Context: an optimization exercise on an open-source flow, tuned for small area and a short achievable clock period. The choices shown serve that exercise and are no tape-out recipe.

==> job 2323 <==
// addmuladd_3_stage_signed_18_bit_xor_reduction
module addmuladd_3_stage_signed_18_bit_xor_reduction(
	input signed [17:0] a,
	input signed [17:0] b,
	input signed [17:0] c,
	input signed [17:0] d,
	output [17:0] out,
	input clk);
Settings: LEC_CHECK=0, ABC_AREA=1, CAP_MARGIN=20, CORE_MARGIN=2, CORE_UTILIZATION=40, CTS_BUF_LIST=sky130_fd_sc_hd__clkbuf_4 sky130_fd_sc_hd__clkbuf_8, SLEW_MARGIN=20; clock period 10.0 ns.
standard.sh (not shown) runs the stock make flow with config.mk's settings and CLKGATE_MAP_FILE= SYNTH_SCRIPT=/design/flow/synth_recipe.tcl, a recipe that flattens the netlist after the stock synthesis.
==> flow/flow/run.sh <==
#!/bin/bash
# The standard layout (standard.sh), with these changes:
#  - after the standard synthesis, inverters around full-adder cells are removed by
#    flipping the polarity of full adders (invopt.py); registers are not touched;
#  - ports are buffered with buf_1 cells (the resizer upsizes them where timing needs it);
#  - timing repair aims at a larger setup margin than the design's clock needs, so
#    the layout is optimised for the period it achieves.
set -euo pipefail
MARGIN=6.5
R=$PWD/orfs/results/sky130hd/addmuladd_3_stage_signed_18_bit_xor_reduction/base
bash standard.sh $R/1_2_yosys.v > synth.log 2>&1
cp $R/1_2_yosys.v $R/1_2_yosys_std.v
python3 flow/invopt.py $R/1_2_yosys_std.v $R/1_2_yosys.v > invopt.log 2>&1
bash standard.sh SETUP_SLACK_MARGIN=$MARGIN "BUFFER_PORTS_ARGS=-buffer_cell sky130_fd_sc_hd__buf_1" finish > layout.log 2>&1
Other scripts of this flow, unchanged in this note and not shown: flow/flow/invopt.py
==> job 6197: changes against job 2323 <==
--- a/flow/flow/run.sh
+++ b/flow/flow/run.sh
@@ -7,5 +7,5 @@
 #    the layout is optimised for the period it achieves.
 set -euo pipefail
-MARGIN=6.5
+MARGIN=6.8
 R=$PWD/orfs/results/sky130hd/addmuladd_3_stage_signed_18_bit_xor_reduction/base
 bash standard.sh $R/1_2_yosys.v > synth.log 2>&1
==> notes <==
In synthesized area, job 2323 and job 6197 do not differ.
In job 6197 the non-clock buffer count is higher than in job 2323, by 1.
Cell count is about the same in job 2323 and job 6197.
Against job 6197, the core utilization of job 2323 is lower by 0.43 points.
Between job 6197 and job 2323, the lower sequential share of layout area is in job 6197 (gap 0.18 points).
In synthesized cell count, job 2323 and job 6197 do not differ.
Of job 2323 and job 6197, job 6197 has the higher fmax (gap about 1.9%, measured against job 6197).
Between job 6197 and job 2323, the lower register-to-register slack is in job 2323 (gap 0.24 ns).
In job 2323 the worst hold slack is better than in job 6197, by 0.028 ns.
In critical path depth, job 2323 and job 6197 do not differ.
No run of this note included a check of the RTL's function; only the layout flow was run.


==> inputs of wip/amber <==
Another version of the RTL of addmuladd_3_stage_signed_18_bit_xor_reduction (not shown whole).
Settings: LEC_CHECK=0, ABC_AREA=1, CAP_MARGIN=20, CORE_MARGIN=2, CORE_UTILIZATION=40, CTS_BUF_LIST=sky130_fd_sc_hd__clkbuf_4 sky130_fd_sc_hd__clkbuf_8, SLEW_MARGIN=20; clock period 10.0 ns.
==> flow/flow/run.sh <==
#!/bin/bash
# The standard layout (standard.sh), with these changes:
#  - after the standard synthesis, inverters around full-adder cells are removed by
#    flipping the polarity of full adders (invopt2.py); registers are not touched;
#  - ports are buffered with buf_1 cells (the resizer upsizes them where timing needs it);
#  - timing repair aims at a larger setup margin than the design's clock needs, so
#    the layout is optimised for the period it achieves.
set -euo pipefail
MARGIN=6.9
R=$PWD/orfs/results/sky130hd/addmuladd_3_stage_signed_18_bit_xor_reduction/base
bash standard.sh $R/1_2_yosys.v > synth.log 2>&1
cp $R/1_2_yosys.v $R/1_2_yosys_std.v
python3 flow/invopt2.py $R/1_2_yosys_std.v $R/1_2_yosys.v > invopt.log 2>&1
bash standard.sh SETUP_SLACK_MARGIN=$MARGIN "BUFFER_PORTS_ARGS=-buffer_cell sky130_fd_sc_hd__buf_1" finish > layout.log 2>&1
Other scripts of this flow, unchanged in this note and not shown: flow/flow/invopt2.py
==> inputs of wip/sierra, as changes to wip/amber <==
--- a/flow/design.v
+++ b/flow/design.v
@@ -611,11 +611,11 @@
 	wire hc356;
 	wire fs357;
 	wire fc358;
 	wire hs359;
 	wire hc360;
-	reg [83:0] q_r;
+	reg [76:0] q_r;
 	wire q0 = q_r[0];
 	wire q1 = q_r[1];
 	wire q2 = q_r[2];
 	wire q3 = q_r[3];
 	wire q4 = q_r[4];
@@ -689,17 +689,10 @@
 	wire q72 = q_r[72];
 	wire q73 = q_r[73];
 	wire q74 = q_r[74];
 	wire q75 = q_r[75];
 	wire q76 = q_r[76];
-	wire q77 = q_r[77];
-	wire q78 = q_r[78];
-	wire q79 = q_r[79];
-	wire q80 = q_r[80];
-	wire q81 = q_r[81];
-	wire q82 = q_r[82];
-	wire q83 = q_r[83];
 	assign pp0_0 = ((~(onen_r[0] | bn_r[0])) ^ neg_r[0]);
 	assign pp0_1 = ((~((onen_r[0] | bn_r[1]) & (twon_r[0] | bn_r[0]))) ^ neg_r[0]);
 	assign pp0_2 = ((~((onen_r[0] | bn_r[2]) & (twon_r[0] | bn_r[1]))) ^ neg_r[0]);
 	assign pp0_3 = ((~((onen_r[0] | bn_r[3]) & (twon_r[0] | bn_r[2]))) ^ neg_r[0]);
 	assign pp0_4 = ((~((onen_r[0] | bn_r[4]) & (twon_r[0] | bn_r[3]))) ^ neg_r[0]);
@@ -961,12 +954,12 @@
 	assign fc78 = (pp5_1 & fc62) | (pp5_1 & fc64) | (fc62 & fc64);
 	assign fs79 = fs73 ^ fs75 ^ fc66;
 	assign fc80 = (fs73 & fs75) | (fs73 & fc66) | (fs75 & fc66);
 	assign fs81 = fc68 ^ fs77 ^ fs79;
 	assign fc82 = (fc68 & fs77) | (fc68 & fs79) | (fs77 & fs79);
-	assign hs83 = q22 ^ q23;
-	assign hc84 = q22 & q23;
+	assign hs83 = fc70 ^ hc72;
+	assign hc84 = fc70 & hc72;
 	assign fs85 = c_r[12] ^ neg_r[6] ^ pp0_12;
 	assign fc86 = (c_r[12] & neg_r[6]) | (c_r[12] & pp0_12) | (neg_r[6] & pp0_12);
 	assign fs87 = pp1_10 ^ pp2_8 ^ pp3_6;
 	assign fc88 = (pp1_10 & pp2_8) | (pp1_10 & pp3_6) | (pp2_8 & pp3_6);
 	assign fs89 = pp4_4 ^ pp5_2 ^ pp6_0;
@@ -975,26 +968,26 @@
 	assign fc92 = (fc74 & fc76) | (fc74 & fs85) | (fc76 & fs85);
 	assign fs93 = fs87 ^ fs89 ^ fc78;
 	assign fc94 = (fs87 & fs89) | (fs87 & fc78) | (fs89 & fc78);
 	assign fs95 = fs91 ^ fc80 ^ fs93;
 	assign fc96 = (fs91 & fc80) | (fs91 & fs93) | (fc80 & fs93);
-	assign hs97 = q25 ^ q26;
-	assign hc98 = q25 & q26;
+	assign hs97 = q24 ^ q25;
+	assign hc98 = q24 & q25;
 	assign fs99 = c_r[13] ^ pp0_13 ^ pp1_11;
 	assign fc100 = (c_r[13] & pp0_13) | (c_r[13] & pp1_11) | (pp0_13 & pp1_11);
 	assign fs101 = pp2_9 ^ pp3_7 ^ pp4_5;
 	assign fc102 = (pp2_9 & pp3_7) | (pp2_9 & pp4_5) | (pp3_7 & pp4_5);
 	assign fs103 = pp5_3 ^ pp6_1 ^ fc86;
 	assign fc104 = (pp5_3 & pp6_1) | (pp5_3 & fc86) | (pp6_1 & fc86);
 	assign fs105 = fc88 ^ fc90 ^ fs99;
 	assign fc106 = (fc88 & fc90) | (fc88 & fs99) | (fc90 & fs99);
 	assign fs107 = fs101 ^ fc92 ^ fs103;
 	assign fc108 = (fs101 & fc92) | (fs101 & fs103) | (fc92 & fs103);
-	assign fs109 = q27 ^ q28 ^ q29;
-	assign fc110 = (q27 & q28) | (q27 & q29) | (q28 & q29);
-	assign hs111 = q30 ^ hc98;
-	assign hc112 = q30 & hc98;
+	assign fs109 = fs105 ^ fc94 ^ fs107;
+	assign fc110 = (fs105 & fc94) | (fs105 & fs107) | (fc94 & fs107);
+	assign hs111 = q27 ^ q28;
+	assign hc112 = q27 & q28;
 	assign fs113 = c_r[14] ^ neg_r[7] ^ pp0_14;
 	assign fc114 = (c_r[14] & neg_r[7]) | (c_r[14] & pp0_14) | (neg_r[7] & pp0_14);
 	assign fs115 = pp1_12 ^ pp2_10 ^ pp3_8;
 	assign fc116 = (pp1_12 & pp2_10) | (pp1_12 & pp3_8) | (pp2_10 & pp3_8);
 	assign fs117 = pp4_6 ^ pp5_4 ^ pp6_2;
@@ -1003,14 +996,14 @@
 	assign fc120 = (pp7_0 & fc100) | (pp7_0 & fc102) | (fc100 & fc102);
 	assign fs121 = fs113 ^ fs115 ^ fs117;
 	assign fc122 = (fs113 & fs115) | (fs113 & fs117) | (fs115 & fs117);
 	assign fs123 = fc104 ^ fc106 ^ fs119;
 	assign fc124 = (fc104 & fc106) | (fc104 & fs119) | (fc106 & fs119);
-	assign fs125 = q31 ^ q32 ^ q33;
-	assign fc126 = (q31 & q32) | (q31 & q33) | (q32 & q33);
-	assign hs127 = hc112 ^ fc110;
-	assign hc128 = hc112 & fc110;
+	assign fs125 = fs121 ^ fc108 ^ fs123;
+	assign fc126 = (fs121 & fc108) | (fs121 & fs123) | (fc108 & fs123);
+	assign hs127 = q29 ^ q30;
+	assign hc128 = q29 & q30;
 	assign fs129 = c_r[15] ^ pp0_15 ^ pp1_13;
 	assign fc130 = (c_r[15] & pp0_15) | (c_r[15] & pp1_13) | (pp0_15 & pp1_13);
 	assign fs131 = pp2_11 ^ pp3_9 ^ pp4_7;
 	assign fc132 = (pp2_11 & pp3_9) | (pp2_11 & pp4_7) | (pp3_9 & pp4_7);
 	assign fs133 = pp5_5 ^ pp6_3 ^ pp7_1;
@@ -1019,14 +1012,14 @@
 	assign fc136 = (fc114 & fc116) | (fc114 & fc118) | (fc116 & fc118);
 	assign fs137 = fs129 ^ fs131 ^ fs133;
 	assign fc138 = (fs129 & fs131) | (fs129 & fs133) | (fs131 & fs133);
 	assign fs139 = fc120 ^ fc122 ^ fs135;
 	assign fc140 = (fc120 & fc122) | (fc120 & fs135) | (fc122 & fs135);
-	assign fs141 = q34 ^ q35 ^ q36;
-	assign fc142 = (q34 & q35) | (q34 & q36) | (q35 & q36);
-	assign hs143 = fc126 ^ fs141;
-	assign hc144 = fc126 & fs141;
+	assign fs141 = fs137 ^ fc124 ^ fs139;
+	assign fc142 = (fs137 & fc124) | (fs137 & fs139) | (fc124 & fs139);
+	assign hs143 = q31 ^ q32;
+	assign hc144 = q31 & q32;
 	assign fs145 = c_r[16] ^ pr8_r[0] ^ neg_r[8];
 	assign fc146 = (c_r[16] & pr8_r[0]) | (c_r[16] & neg_r[8]) | (pr8_r[0] & neg_r[8]);
 	assign fs147 = pp0_16 ^ pp1_14 ^ pp2_12;
 	assign fc148 = (pp0_16 & pp1_14) | (pp0_16 & pp2_12) | (pp1_14 & pp2_12);
 	assign fs149 = pp3_10 ^ pp4_8 ^ pp5_6;
@@ -1037,14 +1030,14 @@
 	assign fc154 = (fc130 & fc132) | (fc130 & fc134) | (fc132 & fc134);
 	assign fs155 = fs147 ^ fs149 ^ fs151;
 	assign fc156 = (fs147 & fs149) | (fs147 & fs151) | (fs149 & fs151);
 	assign fs157 = fc136 ^ fc138 ^ fs153;
 	assign fc158 = (fc136 & fc138) | (fc136 & fs153) | (fc138 & fs153);
-	assign fs159 = q37 ^ q38 ^ q39;
-	assign fc160 = (q37 & q38) | (q37 & q39) | (q38 & q39);
-	assign hs161 = fc142 ^ fs159;
-	assign hc162 = fc142 & fs159;
+	assign fs159 = fs155 ^ fc140 ^ fs157;
+	assign fc160 = (fs155 & fc140) | (fs155 & fs157) | (fc140 & fs157);
+	assign hs161 = q33 ^ q34;
+	assign hc162 = q33 & q34;
 	assign fs163 = ~(~c_r[17] ^ pr8_r[1]);
 	assign fc164 = ~c_r[17] | pr8_r[1];
 	assign fs165 = fs163 ^ fc146 ^ pp0_17;
 	assign fc166 = (fs163 & fc146) | (fs163 & pp0_17) | (fc146 & pp0_17);
 	assign fs167 = pp1_15 ^ pp2_13 ^ pp3_11;
@@ -1057,12 +1050,12 @@
 	assign fc174 = (fc152 & fs165) | (fc152 & fs167) | (fs165 & fs167);
 	assign fs175 = fs169 ^ fc154 ^ fs171;
 	assign fc176 = (fs169 & fc154) | (fs169 & fs171) | (fc154 & fs171);
 	assign fs177 = fc156 ^ fs173 ^ fc158;
 	assign fc178 = (fc156 & fs173) | (fc156 & fc158) | (fs173 & fc158);
-	assign fs179 = q40 ^ q41 ^ fc160;
-	assign fc180 = (q40 & q41) | (q40 & fc160) | (q41 & fc160);
+	assign fs179 = q35 ^ q36 ^ q37;
+	assign fc180 = (q35 & q36) | (q35 & q37) | (q36 & q37);
 	assign fs181 = pr8_r[2] ^ pr9_r[0] ^ neg_r[9];
 	assign fc182 = (pr8_r[2] & pr9_r[0]) | (pr8_r[2] & neg_r[9]) | (pr9_r[0] & neg_r[9]);
 	assign fs183 = fc164 ^ pp0_18 ^ pp1_16;
 	assign fc184 = (fc164 & pp0_18) | (fc164 & pp1_16) | (pp0_18 & pp1_16);
 	assign fs185 = pp2_14 ^ pp3_12 ^ pp4_10;
@@ -1075,12 +1068,12 @@
 	assign fc192 = (fc170 & fs183) | (fc170 & fs185) | (fs183 & fs185);
 	assign fs193 = fs187 ^ fc172 ^ fc174;
 	assign fc194 = (fs187 & fc172) | (fs187 & fc174) | (fc172 & fc174);
 	assign fs195 = fs189 ^ fs191 ^ fc176;
 	assign fc196 = (fs189 & fs191) | (fs189 & fc176) | (fs191 & fc176);
-	assign fs197 = q42 ^ q43 ^ q44;
-	assign fc198 = (q42 & q43) | (q42 & q44) | (q43 & q44);
+	assign fs197 = q38 ^ q39 ^ q40;
+	assign fc198 = (q38 & q39) | (q38 & q40) | (q39 & q40);
 	assign fs199 = ~(pr9_r[1] ^ fc182);
 	assign fc200 = pr9_r[1] | fc182;
 	assign fs201 = pp1_17 ^ pp2_15 ^ pp3_13;
 	assign fc202 = (pp1_17 & pp2_15) | (pp1_17 & pp3_13) | (pp2_15 & pp3_13);
 	assign fs203 = pp4_11 ^ pp5_9 ^ pp6_7;
@@ -1091,14 +1084,14 @@
 	assign fc208 = (fc184 & fc186) | (fc184 & fc188) | (fc186 & fc188);
 	assign fs209 = fs201 ^ fs203 ^ fs205;
 	assign fc210 = (fs201 & fs203) | (fs201 & fs205) | (fs203 & fs205);
 	assign fs211 = fc190 ^ fc192 ^ fs207;
 	assign fc212 = (fc190 & fc192) | (fc190 & fs207) | (fc192 & fs207);
-	assign fs213 = q45 ^ q46 ^ q47;
-	assign fc214 = (q45 & q46) | (q45 & q47) | (q46 & q47);
-	assign hs215 = q48 ^ fc198;
-	assign hc216 = q48 & fc198;
+	assign fs213 = fs209 ^ fc194 ^ fs211;
+	assign fc214 = (fs209 & fc194) | (fs209 & fs211) | (fc194 & fs211);
+	assign hs215 = q41 ^ q42;
+	assign hc216 = q41 & q42;
 	assign fs217 = pr9_r[2] ^ pp1_18 ^ pp2_16;
 	assign fc218 = (pr9_r[2] & pp1_18) | (pr9_r[2] & pp2_16) | (pp1_18 & pp2_16);
 	assign fs219 = pp3_14 ^ pp4_12 ^ pp5_10;
 	assign fc220 = (pp3_14 & pp4_12) | (pp3_14 & pp5_10) | (pp4_12 & pp5_10);
 	assign fs221 = pp6_8 ^ pp7_6 ^ pp8_4;
@@ -1109,12 +1102,12 @@
 	assign fc226 = (fs217 & fs219) | (fs217 & fs221) | (fs219 & fs221);
 	assign fs227 = fc206 ^ fc208 ^ fs223;
 	assign fc228 = (fc206 & fc208) | (fc206 & fs223) | (fc208 & fs223);
 	assign fs229 = fs225 ^ fc210 ^ fc212;
 	assign fc230 = (fs225 & fc210) | (fs225 & fc212) | (fc210 & fc212);
-	assign fs231 = q49 ^ q50 ^ fc214;
-	assign fc232 = (q49 & q50) | (q49 & fc214) | (q50 & fc214);
+	assign fs231 = q43 ^ q44 ^ q45;
+	assign fc232 = (q43 & q44) | (q43 & q45) | (q44 & q45);
 	assign fs233 = ~(pp2_17 ^ pp3_15);
 	assign fc234 = pp2_17 | pp3_15;
 	assign fs235 = pp4_13 ^ pp5_11 ^ pp6_9;
 	assign fc236 = (pp4_13 & pp5_11) | (pp4_13 & pp6_9) | (pp5_11 & pp6_9);
 	assign fs237 = pp7_7 ^ pp8_5 ^ pp9_3;
@@ -1123,14 +1116,14 @@
 	assign fc240 = (fs233 & fc218) | (fs233 & fc220) | (fc218 & fc220);
 	assign fs241 = fc222 ^ fs235 ^ fs237;
 	assign fc242 = (fc222 & fs235) | (fc222 & fs237) | (fs235 & fs237);
 	assign fs243 = fc224 ^ fc226 ^ fs239;
 	assign fc244 = (fc224 & fc226) | (fc224 & fs239) | (fc226 & fs239);
-	assign fs245 = q51 ^ q52 ^ q53;
-	assign fc246 = (q51 & q52) | (q51 & q53) | (q52 & q53);
-	assign hs247 = q54 ^ fs245;
-	assign hc248 = q54 & fs245;
+	assign fs245 = fs241 ^ fc228 ^ fs243;
+	assign fc246 = (fs241 & fc228) | (fs241 & fs243) | (fc228 & fs243);
+	assign hs247 = q46 ^ q47;
+	assign hc248 = q46 & q47;
 	assign fs249 = pp2_18 ^ pp3_16 ^ pp4_14;
 	assign fc250 = (pp2_18 & pp3_16) | (pp2_18 & pp4_14) | (pp3_16 & pp4_14);
 	assign fs251 = pp5_12 ^ pp6_10 ^ pp7_8;
 	assign fc252 = (pp5_12 & pp6_10) | (pp5_12 & pp7_8) | (pp6_10 & pp7_8);
 	assign fs253 = pp8_6 ^ pp9_4 ^ fc234;
@@ -1139,60 +1132,60 @@
 	assign fc256 = (fc236 & fc238) | (fc236 & fs249) | (fc238 & fs249);
 	assign fs257 = fs251 ^ fs253 ^ fc240;
 	assign fc258 = (fs251 & fs253) | (fs251 & fc240) | (fs253 & fc240);
 	assign fs259 = fc242 ^ fs255 ^ fc244;
 	assign fc260 = (fc242 & fs255) | (fc242 & fc244) | (fs255 & fc244);
-	assign fs261 = q55 ^ q56 ^ fc246;
-	assign fc262 = (q55 & q56) | (q55 & fc246) | (q56 & fc246);
+	assign fs261 = q48 ^ q49 ^ q50;
+	assign fc262 = (q48 & q49) | (q48 & q50) | (q49 & q50);
 	assign fs263 = ~(pp3_17 ^ pp4_15);
 	assign fc264 = pp3_17 | pp4_15;
 	assign fs265 = pp5_13 ^ pp6_11 ^ pp7_9;
 	assign fc266 = (pp5_13 & pp6_11) | (pp5_13 & pp7_9) | (pp6_11 & pp7_9);
 	assign fs267 = pp8_7 ^ pp9_5 ^ fs263;
 	assign fc268 = (pp8_7 & pp9_5) | (pp8_7 & fs263) | (pp9_5 & fs263);
 	assign fs269 = fc250 ^ fc252 ^ fs265;
 	assign fc270 = (fc250 & fc252) | (fc250 & fs265) | (fc252 & fs265);
 	assign fs271 = fc254 ^ fs267 ^ fc256;
 	assign fc272 = (fc254 & fs267) | (fc254 & fc256) | (fs267 & fc256);
-	assign fs273 = q57 ^ q58 ^ q59;
-	assign fc274 = (q57 & q58) | (q57 & q59) | (q58 & q59);
-	assign hs275 = q60 ^ fs273;
-	assign hc276 = q60 & fs273;
+	assign fs273 = fs269 ^ fc258 ^ fs271;
+	assign fc274 = (fs269 & fc258) | (fs269 & fs271) | (fc258 & fs271);
+	assign hs275 = q51 ^ q52;
+	assign hc276 = q51 & q52;
 	assign fs277 = pp3_18 ^ pp4_16 ^ pp5_14;
 	assign fc278 = (pp3_18 & pp4_16) | (pp3_18 & pp5_14) | (pp4_16 & pp5_14);
 	assign fs279 = pp6_12 ^ pp7_10 ^ pp8_8;
 	assign fc280 = (pp6_12 & pp7_10) | (pp6_12 & pp8_8) | (pp7_10 & pp8_8);
 	assign fs281 = pp9_6 ^ fc264 ^ fc266;
 	assign fc282 = (pp9_6 & fc264) | (pp9_6 & fc266) | (fc264 & fc266);
 	assign fs283 = fs277 ^ fs279 ^ fc268;
 	assign fc284 = (fs277 & fs279) | (fs277 & fc268) | (fs279 & fc268);
 	assign fs285 = fc270 ^ fs281 ^ fs283;
 	assign fc286 = (fc270 & fs281) | (fc270 & fs283) | (fs281 & fs283);
-	assign fs287 = q61 ^ q62 ^ fc274;
-	assign fc288 = (q61 & q62) | (q61 & fc274) | (q62 & fc274);
+	assign fs287 = q53 ^ q54 ^ q55;
+	assign fc288 = (q53 & q54) | (q53 & q55) | (q54 & q55);
 	assign fs289 = ~(pp4_17 ^ pp5_15);
 	assign fc290 = pp4_17 | pp5_15;
 	assign fs291 = pp6_13 ^ pp7_11 ^ pp8_9;
 	assign fc292 = (pp6_13 & pp7_11) | (pp6_13 & pp8_9) | (pp7_11 & pp8_9);
 	assign fs293 = pp9_7 ^ fs289 ^ fc278;
 	assign fc294 = (pp9_7 & fs289) | (pp9_7 & fc278) | (fs289 & fc278);
 	assign fs295 = fc280 ^ fs291 ^ fc282;
 	assign fc296 = (fc280 & fs291) | (fc280 & fc282) | (fs291 & fc282);
 	assign fs297 = fs293 ^ fc284 ^ fs295;
 	assign fc298 = (fs293 & fc284) | (fs293 & fs295) | (fc284 & fs295);
-	assign hs299 = q63 ^ q64;
-	assign hc300 = q63 & q64;
+	assign hs299 = q56 ^ q57;
+	assign hc300 = q56 & q57;
 	assign fs301 = pp4_18 ^ pp5_16 ^ pp6_14;
 	assign fc302 = (pp4_18 & pp5_16) | (pp4_18 & pp6_14) | (pp5_16 & pp6_14);
 	assign fs303 = pp7_12 ^ pp8_10 ^ pp9_8;
 	assign fc304 = (pp7_12 & pp8_10) | (pp7_12 & pp9_8) | (pp8_10 & pp9_8);
 	assign fs305 = fc290 ^ fc292 ^ fs301;
 	assign fc306 = (fc290 & fc292) | (fc290 & fs301) | (fc292 & fs301);
 	assign fs307 = fs303 ^ fc294 ^ fs305;
 	assign fc308 = (fs303 & fc294) | (fs303 & fs305) | (fc294 & fs305);
-	assign fs309 = q65 ^ q66 ^ q67;
-	assign fc310 = (q65 & q66) | (q65 & q67) | (q66 & q67);
+	assign fs309 = q58 ^ q59 ^ q60;
+	assign fc310 = (q58 & q59) | (q58 & q60) | (q59 & q60);
 	assign fs311 = ~(pp5_17 ^ pp6_15);
 	assign fc312 = pp5_17 | pp6_15;
 	assign fs313 = pp7_13 ^ pp8_11 ^ pp9_9;
 	assign fc314 = (pp7_13 & pp8_11) | (pp7_13 & pp9_9) | (pp8_11 & pp9_9);
 	assign fs315 = fs311 ^ fc302 ^ fc304;
@@ -1240,14 +1233,14 @@
 	assign fs357 = pp8_18 ^ pp9_16 ^ fc354;
 	assign fc358 = (pp8_18 & pp9_16) | (pp8_18 & fc354) | (pp9_16 & fc354);
 	assign hs359 = pp9_17 ^ fc358;
 	assign hc360 = pp9_17 & fc358;
 	always @(posedge clk) begin
-		q_r <= {hs359, fs357, hc356, hs355, fc352, fs351, hc348, hs347, fc342, fs341, hc336, hs335, fc328, fs327, hc320, hs319, fc298, fs307, fc296, fs297, fc286, fs285, fc272, fc260, fs271, fc258, fs269, fs259, fs257, fc230, fs243, fc228, fs241, fs229, fs227, fc196, fs211, fc194, fs209, fs195, fc178, fs193, fs177, fs175, fs157, fc140, fs155, fs139, fc124, fs137, fs123, fc108, fs121, fc96, fs107, fc94, fs105, fs95, fc82, fs81, hc72, fc70, hs71, hc60, hs59, hc50, hs49, fs47, hs39, fs37, hs31, fs29, hs23, fs21, hs17, fs15, hs11, fs9, hs7, fs5, hs3, pp0_1, hs1, pp0_0};
+		q_r <= {hs359, fs357, hc356, hs355, fc352, fs351, hc348, hs347, fc342, fs341, hc336, hs335, fc328, fs327, hc320, hs319, fc298, fs307, fc296, fs297, fc286, fc274, fs285, fc272, fs273, fc260, fs259, fc246, fs257, fs245, fc230, fs229, fc214, fs227, fs213, fc196, fs195, fc178, fs193, fs177, fc160, fs175, fs159, fc142, fs141, fc126, fs125, fc110, fs109, fc96, hc84, fs95, fc82, hs83, fs81, hs71, hc60, hs59, hc50, hs49, fs47, hs39, fs37, hs31, fs29, hs23, fs21, hs17, fs15, hs11, fs9, hs7, fs5, hs3, pp0_1, hs1, pp0_0};
 	end
-	wire [35:0] x = {1'b1, q81, q79, q77, q75, q73, q71, q69, fc310, hc300, fc288, hc276, fc262, hc248, fc232, hc216, fs213, fc180, hc162, hc144, hc128, fs125, fs109, hc84, q24, q20, q18, q16, q14, q12, q10, q8, q6, q4, q2, q0};
-	wire [35:0] y = {q83, q82, q80, q78, q76, q74, q72, q70, q68, fs309, hs299, fs287, hs275, fs261, hs247, fs231, hs215, fs197, fs179, hs161, hs143, hs127, hs111, hs97, hs83, q21, q19, q17, q15, q13, q11, q9, q7, q5, q3, q1};
+	wire [35:0] x = {1'b1, q74, q72, q70, q68, q66, q64, q62, fc310, hc300, fc288, hc276, fc262, hc248, fc232, hc216, fc198, fc180, hc162, hc144, hc128, hc112, hc98, q26, q22, q20, q18, q16, q14, q12, q10, q8, q6, q4, q2, q0};
+	wire [35:0] y = {q76, q75, q73, q71, q69, q67, q65, q63, q61, fs309, hs299, fs287, hs275, fs261, hs247, fs231, hs215, fs197, fs179, hs161, hs143, hs127, hs111, hs97, q23, q21, q19, q17, q15, q13, q11, q9, q7, q5, q3, q1};
 	wire [35:0] qg = x & y, qp = x ^ y;
 	wire qG0_0 = qg[0], qP0_0 = qp[0];
 	wire qG0_1 = qg[1] | (qp[1] & qG0_0), qP0_1 = qp[1] & qP0_0;
 	wire qG0_2 = qg[2] | (qp[2] & qG0_1), qP0_2 = qp[2] & qP0_1;
 	wire qG0_3 = qg[3] | (qp[3] & qG0_2), qP0_3 = qp[3] & qP0_2;
==> qor summary <==
| quantity | wip/sierra | wip/amber |
|---|---|---|
| Sequential cell count of the final layout | 150 | 157 |
| Run status | complete, no violations | complete, no violations |
| Setup crit start | par_r[0] | par_r[1] |
| Via-to-Cell Ratio | 5.22 | 5.24 |
| CP Data Arrival Time | 1080 ps | 1100 ps |
| Rel. slew slack | 0.596 | 0.548 |
| Setup WS pre-CTS | 6330 ps | 6300 ps |
| Initial cell density of the core | 0.406 | 0.408 |
| Detailed-placement wirelength estimate | 24900 µm | 23800 µm |
| Share of post-route cells with drive strength above 1 | 0.102 | 0.113 |
| # Post-CTS Setup Buffers | 17 | 6 |
| Fraction of the cycle the final worst path needs | 0.308 | 0.310 |
| Startpoint of the worst-slack reg-to-reg timing path | neg_r[5] | bn_r[14] |
| Largest register FFs | 77 | 84 |
| Number of design-rule violations left by the first detailed-router iteration | 1050 | 942 |
| Detailed Routing Iterations Pass 1 | 8 | 5 |
| # clock sinks | 150 | 157 |
| Final critical delay including setup and external delays | 3080 ps | 3100 ps |
Function was not checked in any run of this note: the RTL went through the layout flow alone.

what the ideal ports hide:
Ports are ideal in the flow. The routed layouts listed here were re-timed in OpenROAD.
Step 1 sets driving cells, clkbuf_16 on the clock port and buf_2 on the other inputs (assumed; they add their load-dependent delay and slew).
Step 2 adds t to the input delays and takes it off the output delays; t is the mean of the earliest and latest rising clock arrival at the registers after step 1. Input paths then give back, and output paths get back, about the clock's delay inside the block.
Slacks: ideal / step 1 / step 2; pairs: ideal / step 1.
run	t (ns)	setup slack, ns	worst setup path at the end	slew at the worst register clock pin (ns)	worst data-port slew with drivers (ns)
job 2323	0.530	6.660 / 6.616 / 6.518	input to register	0.11 / 0.11	0.04
job 6197	0.533	6.722 / 6.681 / 6.560	input to register	0.11 / 0.11	0.04
wip/amber	0.514	6.901 / 6.857 / 6.416	input to register	0.11 / 0.11	0.04
wip/sierra	0.528	6.924 / 6.880 / 6.567	input to register	0.10 / 0.10	0.04
After both steps setup and hold are still met in every run listed. The setup slack of wip/amber, which loses most, moves by -0.044 ns with the drivers and by -0.485 ns with both steps.
